This is an optimization exercise on Yosys and OpenROAD, whose aim is a short achievable clock period and few clock cycles per item, not a production implementation.
Power figures rest on the tool's default switching activity, not on a simulated workload.

== the previous run ==
==> flow/design.v (excerpt) <==
module cpu(clk, rst, imem_addr, imem_rdata, dmem_addr, dmem_rdata, dmem_we, dmem_wdata);
  input clk;
  input rst;
  output [9:0] imem_addr;
  input [31:0] imem_rdata;
  output [9:0] dmem_addr;
  input [31:0] dmem_rdata;
  output dmem_we;
  output [31:0] dmem_wdata;
  reg [31:0] RF [1:31];
  reg [31:0] wRes, w2Res;      
  reg [4:0] wDest;             
  reg [4:0] eDest;
  reg eSW, eK;
  wire [4:0] eDestV = eK ? 5'd0 : eDest;
  wire eSWV = eSW & ~eK;
  reg [15:0] bhtH, bhtL;
  integer k;
  reg uV, uInv;
  reg [3:0] uIdx;
  reg [9:0] PC;                 
  reg [9:0] PCn;                
  wire [31:0] fI = imem_rdata;
  wire fJ = fI[31:26] == 6'd2;
  wire fBr = fI[31:27] == 5'b00010;
  wire fInv = bhtH[PCn[3:0]];   
  wire fPT = fBr & (fI[15] ^ fInv);
  wire [9:0] fPC1 = PCn;
  wire [9:0] fBT, fBT1, fPC2, fJT1;
  add10c u_fbt(.a(PCn), .b(fI[9:0]), .ci(1'b0), .s(fBT));
  add10c u_fbt1(.a(PCn), .b(fI[9:0]), .ci(1'b1), .s(fBT1));
  add10c u_pc2(.a(PCn), .b(10'd0), .ci(1'b1), .s(fPC2));
  add10c u_jt1(.a(fI[9:0]), .b(10'd0), .ci(1'b1), .s(fJT1));
  wire [9:0] fNext0 = fJ ? fI[9:0] : fBr & fI[15] ? fBT : fPC1;
  wire [9:0] fNext1 = fJ ? fI[9:0] : fBr & ~fI[15] ? fBT : fPC1;
  wire [9:0] fNext = fInv ? fNext1 : fNext0;
  wire [9:0] fNextP0 = fJ ? fJT1 : fBr & fI[15] ? fBT1 : fPC2;
  wire [9:0] fNextP1 = fJ ? fJT1 : fBr & ~fI[15] ? fBT1 : fPC2;
  wire [9:0] fNextP = fInv ? fNextP1 : fNextP0;
  wire [9:0] fAlt = fInv ^ fI[15] ? fPC1 : fBT;
  wire [4:0] fRs = fI[25:21], fRt = fI[20:16];
  ...
==> flow/config.mk <==
export PLATFORM = sky130hd
export DESIGN_NAME = cpu
export DESIGN_NICKNAME = cpu
export VERILOG_FILES = /design/flow/design.v
export SDC_FILE = /design/flow/constraint.sdc
export NUM_CORES = 8
export LEC_CHECK = 0
export CAP_MARGIN = 20
export CORE_MARGIN = 2
export CORE_UTILIZATION = 55
export CTS_CLUSTER_DIAMETER = 100
export CTS_CLUSTER_SIZE = 20
export SETUP_SLACK_MARGIN = 5
export SLEW_MARGIN = 20
export SYNTH_HIERARCHICAL = 1
==> flow/constraint.sdc <==
create_clock -name core_clock -period 7.5 [get_ports {clk}]
set_input_delay 1.5000 -clock core_clock [delete_from_list [all_inputs] [get_ports {clk}]]
set_output_delay 1.5000 -clock core_clock [all_outputs]
set_load 0.01 [all_outputs]
standard.sh (not shown) runs the stock make flow with config.mk's settings and CLKGATE_MAP_FILE= SYNTH_SCRIPT=/design/flow/synth_recipe.tcl, a recipe that flattens the netlist after the stock synthesis.
==> flow/flow/run.sh <==
#!/bin/bash
# The standard layout (standard.sh) with these changes:
# - synthesis leaves Yosys's adders to ABC instead of mapping them to the
#   library's full/half-adder cells, and ABC maps for delay (structural choices, then its classic
#   mapper; flow/abc.script) instead of ORFS's speed script;
set -o pipefail
export ADDER_MAP_FILE=
export MY_ABC_SCRIPT=$PWD/flow/abc.script
# The standard flow's synthesis script with the ABC script replaced
{ head -n 1 synth_recipe.tcl
  cat <<'EOT'
proc abc {args} {
  set i [lsearch -exact $args -script]
  if {$i >= 0} { set args [lreplace $args $i [expr {$i + 1}] -script $::env(MY_ABC_SCRIPT)] }
  yosys abc {*}$args
}
EOT
  tail -n +2 synth_recipe.tcl; } > flow_synth.tcl
bash standard.sh SYNTH_SCRIPT=$PWD/flow_synth.tcl SETUP_SLACK_MARGIN=5 finish 2>&1 | tee standard.log
==> flow/flow/abc.script <==
strash
dch
map -D 300
buffer -c
topo
stime -c
upsize -c
dnsize -c
The following lists how the current run was set up differently from the previous run:
Settings: a change of CORE_UTILIZATION from 55 to 45.
[summary]
Global-route usage delta for the current run relative to the previous run: 6.8 points lower
The current run vs the previous run — worst setup margin dropped 23 ps.
Higher area growth from synthesis to layout among the previous run and the current run: the current run
Side by side, critical path depth turned out lower in the current run than in the previous run.
When the current run is set beside the previous run, its share of power burned in combinational logic turns out to be 1.0 points larger.
The current run against the previous run; non-clock buffer count is up by a few percent.
Comparing the current run against the previous run, there is no change at all in area after synthesis.
The current run — final area 1.3% higher, the previous run as reference
The total placed instance area in the current run was higher than what the previous run gave.
The sequential share of layout area in the current run was lower than what the previous run gave.
Function was not checked in any run of this note: the RTL went through the layout flow alone.

## re-timing with driven ports
The results above use ideal ports. As a check the final layouts listed here were re-extracted and re-timed, cells and wires unchanged.
Step 1 assumes that a clkbuf_16 drives the clock port and a buf_2 every other input.
Step 2 adds t to the input delays and takes it off the output delays; t is the mean of the earliest and latest rising clock arrival at the registers after step 1. Input paths then give back, and output paths get back, about the clock's delay inside the block.
a / b / c = ideal / step 1 / step 2; a / b = the first two.
run | shift t [ns] | setup slack, ns | worst register clock-pin slew, ns | pins driven straight from the clock port
the previous run | 0.847 | 4.741 / 4.665 / 3.933 | 0.10 / 0.10 | 1
the current run | 0.880 | 4.717 / 4.625 / 3.793 | 0.10 / 0.10 | 1
After both steps setup and hold are still met in every run listed. For the current run, which loses most, drivers alone change the setup slack by -0.092 ns; drivers and shift together by -0.924 ns.
